This design comes from an exercise in tuning for small area on the open sky130 flow, not from production work. In this exercise RTL edits were held to simulation tests only and were not proved equivalent to the original. Power is estimated from default activity; no workload was simulated.

==> flow/design.v <==
module adc(
    input              sck,
    input              rst,
    input              ws,
    input              run,       
    input        [3:0] sd,
    input              flag_in,
    output             flag_out,
    output reg  [95:0] data       
);
    localparam [4:0] S0      = 5'b00000;
    localparam [4:0] S_FULL  = 5'b01001;    
    localparam [4:0] S_VALID = 5'b10011;    
    reg  [4:0] st;
    reg [95:0] sreg;
    wire full  = (st == S_FULL);
    wire valid = (st == S_VALID);
    wire load  = ws & full;
    wire [4:0] step = {st[3:0], ~(st[4] ^ st[2])};
    assign flag_out = valid;
    always @(posedge sck or posedge rst) begin
        if (rst) begin
            st   <= S0;
            data <= 96'd0;
        end else begin
            if (valid)
                st <= flag_in ? S0 : S_VALID;
            else if (full)
                st <= ws ? S_VALID : S_FULL;
            else
                st <= (ws || !run) ? S0 : step;
            if (load)
                data <= sreg;
        end
    end
    integer i;
    always @(posedge sck) begin
        if (!full)
            for (i = 0; i < 4; i = i + 1)
                sreg[24*i +: 24] <= {sreg[24*i +: 23], sd[i]};
    end
endmodule
module mux(
    input               clk,
    input               rst,
    input               start,
    input               S_AXIS_tready,
    input        [95:0] data_a,      
    input        [95:0] data_b,      
    input               flag_a_in,
    input               flag_b_in,
    output reg   [95:0] tdata,
    output              S_AXIS_tvalid,
    output              S_AXIS_tlast,
    output              flag_a_out,
    output              flag_b_out,
    output              run
);
    localparam [2:0] NEVER   = 3'b000;
    localparam [2:0] IDLE    = 3'b001;
    localparam [2:0] IDLE_L  = 3'b010;
    localparam [2:0] CHECK_0 = 3'b011;
    localparam [2:0] CHECK   = 3'b100;
    localparam [2:0] T1_0    = 3'b101;
    localparam [2:0] T1      = 3'b111;
    localparam [2:0] T2      = 3'b110;
    reg [2:0] state;
    wire in_t1 = (state == T1_0) || (state == T1);
    wire in_t2 = (state == T2);
    assign run           = (state != NEVER);
    assign flag_a_out    = (state == CHECK) || (state == T1_0);
    assign flag_b_out    = state[2];
    assign S_AXIS_tvalid = (state == IDLE_L) || (state == T1) || (state == T2);
    assign S_AXIS_tlast  = (state == IDLE_L);
    always @(posedge clk or posedge rst) begin
        if (rst) begin
            state <= NEVER;
            tdata <= 96'd0;
        end else begin
            case (state)
                NEVER, IDLE, IDLE_L:
                    state <= start ? CHECK_0 : (state == NEVER ? NEVER : IDLE);
                CHECK_0, CHECK:
                    state <= (S_AXIS_tready && flag_a_in) ? T1_0 : CHECK;
                T1_0, T1:
                    state <= (S_AXIS_tready && flag_b_in) ? T2 : T1;
                default:
                    state <= IDLE_L;
            endcase
            if (in_t1)
                tdata <= data_a;
            else if (in_t2)
                tdata <= data_b;
        end
    end
endmodule
module wrapper(
  input sck,
  input ws,
  input rst,
  input start,
  input S_AXIS_tready,
  input [7:0]sd,
  output   [7:0] flag_mux_to_adc_debug,
  output   [7:0] flag_adc_to_mux_debug,
  output [127:0] S_AXIS_tdata,
  output         S_AXIS_tvalid,
  output         S_AXIS_tlast,
  output [255:0] data_debug
);
  wire [95:0] data_a, data_b, tdata;
  wire        valid_a, valid_b, ready_a, ready_b, run;
  adc u_adc_a (
    .sck(sck), .rst(rst), .ws(ws), .run(run), .sd(sd[3:0]),
    .flag_in(ready_a), .flag_out(valid_a), .data(data_a)
  );
  adc u_adc_b (
    .sck(sck), .rst(rst), .ws(ws), .run(run), .sd(sd[7:4]),
    .flag_in(ready_b), .flag_out(valid_b), .data(data_b)
  );
  mux m0 (
    .clk(sck), .rst(rst), .start(start), .S_AXIS_tready(S_AXIS_tready),
    .data_a(data_a), .data_b(data_b),
    .flag_a_in(valid_a), .flag_b_in(valid_b),
    .tdata(tdata), .S_AXIS_tvalid(S_AXIS_tvalid), .S_AXIS_tlast(S_AXIS_tlast),
    .flag_a_out(ready_a), .flag_b_out(ready_b), .run(run)
  );
  assign flag_mux_to_adc_debug = {{4{ready_b}}, {4{ready_a}}};
  assign flag_adc_to_mux_debug = {{4{valid_b}}, {4{valid_a}}};
  genvar i;
  generate
    for (i = 0; i < 4; i = i + 1) begin : g_out
      assign data_debug[32*i +: 32]      = {data_a[24*i +: 24], 8'h00};
      assign data_debug[32*(i+4) +: 32]  = {data_b[24*i +: 24], 8'h00};
      assign S_AXIS_tdata[32*i +: 32]    = {tdata[24*i +: 24], 8'h00};
    end
  endgenerate
endmodule
export LEC_CHECK = 0
export CAP_MARGIN = 20
export CORE_MARGIN = 2
export CORE_UTILIZATION = 40
export SLEW_MARGIN = 20
create_clock -name core_clock -period 5.0 [get_ports {sck}]
standard.sh (not shown) runs the stock make flow with config.mk's settings and CLKGATE_MAP_FILE= SYNTH_SCRIPT=/design/flow/synth_recipe.tcl, a recipe that flattens the netlist after the stock synthesis.
==> flow/flow/run.sh <==
#!/bin/bash
# The standard layout (standard.sh) with these changes:
#  - synthesis maps logic with an area-oriented ABC script (flow/synth.tcl);
#    flip-flops are mapped exactly as in the standard synthesis
#  - every port gets the smallest buffer, buf_1
#  - clock tree synthesis: larger sink clusters, clkbuf_4/clkbuf_8, no
#    dummy loads
#  - constant outputs share one tie cell (no tie fanout repair)
# Each tool's output goes to a log of its own in this folder.
set -euo pipefail
here=$(pwd)
export FLOW_ABC_SCRIPT=$here/flow/abc_area.script
export BUFFER_PORTS_ARGS="-buffer_cell sky130_fd_sc_hd__buf_1"
export CTS_ARGS="-sink_clustering_enable -repair_clock_nets -dont_use_dummy_load -sink_clustering_size 10 -sink_clustering_max_diameter 40 -buf_list {sky130_fd_sc_hd__clkbuf_4}"
export SKIP_REPAIR_TIE_FANOUT=1
sed "s#SYNTH_SCRIPT=[^ ]*#SYNTH_SCRIPT=$here/flow/synth.tcl#" standard.sh > flow_standard.sh
grep -q "SYNTH_SCRIPT=$here/flow/synth.tcl" flow_standard.sh
bash flow_standard.sh > standard.log 2>&1
==> flow/flow/abc_area.script <==
strash
dch -f
amap -m -F 4 -A 8
topo
strash
dch -f
amap -m -F 4 -A 8
topo
==> flow/flow/synth.tcl <==
# The standard flow's synthesis script (synth_recipe.tcl) with one change: ABC maps the
# logic with an area-oriented script (flow/abc_area.script) instead of
# ORFS's speed script. Flip-flops are mapped before ABC runs, so the
# registers, their names and cell types are those of the standard synthesis.
proc synth {args} { yosys synth -nofsm -noshare {*}$args }
proc abc {args} {
  set i [lsearch -exact $args -script]
  if { $i >= 0 } {
    lset args [expr {$i + 1}] $::env(FLOW_ABC_SCRIPT)
  }
  yosys abc {*}$args
}
source $::env(SCRIPTS_DIR)/synth.tcl
# left out here: clear keep_hierarchy, flatten, clean up, hide names made inside functions, write 1_2_yosys.v
The first run produced a clean layout.
Edit:
--- a/flow/design.v
+++ b/flow/design.v
@@ -69,31 +69,36 @@
     wire in_t2 = (state == T2);
     assign run           = (state != NEVER);
     assign flag_a_out    = (state == CHECK) || (state == T1_0);
     assign flag_b_out    = state[2];
     assign S_AXIS_tvalid = (state == IDLE_L) || (state == T1) || (state == T2);
     assign S_AXIS_tlast  = (state == IDLE_L);
+    reg [2:0] state_nx;
+    always @(*) begin
+        case (state)
+            NEVER, IDLE, IDLE_L:
+                state_nx = start ? CHECK_0 : (state == NEVER ? NEVER : IDLE);
+            CHECK_0, CHECK:
+                state_nx = (S_AXIS_tready && flag_a_in) ? T1_0 : CHECK;
+            T1_0, T1:
+                state_nx = (S_AXIS_tready && flag_b_in) ? T2 : T1;
+            default:
+                state_nx = IDLE_L;
+        endcase
+    end
+    reg keep_t;
     always @(posedge clk or posedge rst) begin
         if (rst) begin
-            state <= NEVER;
-            tdata <= 96'd0;
+            state  <= NEVER;
+            keep_t <= 1'b1;
+            tdata  <= 96'd0;
         end else begin
-            case (state)
-                NEVER, IDLE, IDLE_L:
-                    state <= start ? CHECK_0 : (state == NEVER ? NEVER : IDLE);
-                CHECK_0, CHECK:
-                    state <= (S_AXIS_tready && flag_a_in) ? T1_0 : CHECK;
-                T1_0, T1:
-                    state <= (S_AXIS_tready && flag_b_in) ? T2 : T1;
-                default:
-                    state <= IDLE_L;
-            endcase
-            if (in_t1)
-                tdata <= data_a;
-            else if (in_t2)
-                tdata <= data_b;
+            state  <= state_nx;
+            keep_t <= !(state_nx == T1_0 || state_nx == T1 || state_nx == T2);
+            tdata  <= ({96{in_t1}} & data_a) | ({96{in_t2}} & data_b) |
+                      ({96{keep_t}} & tdata);
         end
     end
 endmodule
 module wrapper(
   input sck,
   input ws,
After rerunning: First-iteration DRC count climbs by 39%. Utilization went down by 0.12 points. Combinational power went down by about 28%. Via count goes down by about 5%. Setup slack improved by 100 ps. Synthesized area is lower by about 0.54%. Global-route usage fell by 0.32 points. Power goes down by about 9%. Design area went down by about 0.5%.

-- afterwards: timing with drivers on the ports --
No port has a modelled driver above. Below, the same layouts with a new extraction and two added sets of constraints. Step 1: set_driving_cell puts a clkbuf_16 on sck and a buf_2 on each other input, an assumption about the parent block. Step 2 also shifts input and output timing later by t, the mid clock arrival at the registers, as if the neighbouring blocks saw the same clock. a / b / c = ideal ports / drivers / drivers and shift; a / b = the first two.
| run | t (ns) | slack for setup (ns) | worst setup path after step 2 | worst register clock-pin slew, ns | worst data-port slew with drivers (ns) |
|---|---|---|---|---|---|
| the first run | 0.763 | 1.757 / 1.712 / 1.872 | input to register | 0.12 / 0.12 | 0.04 |
| the second run | 0.768 | 1.857 / 1.810 / 1.874 | input to register | 0.11 / 0.11 | 0.04 |
After both steps every run listed still meets setup and hold.
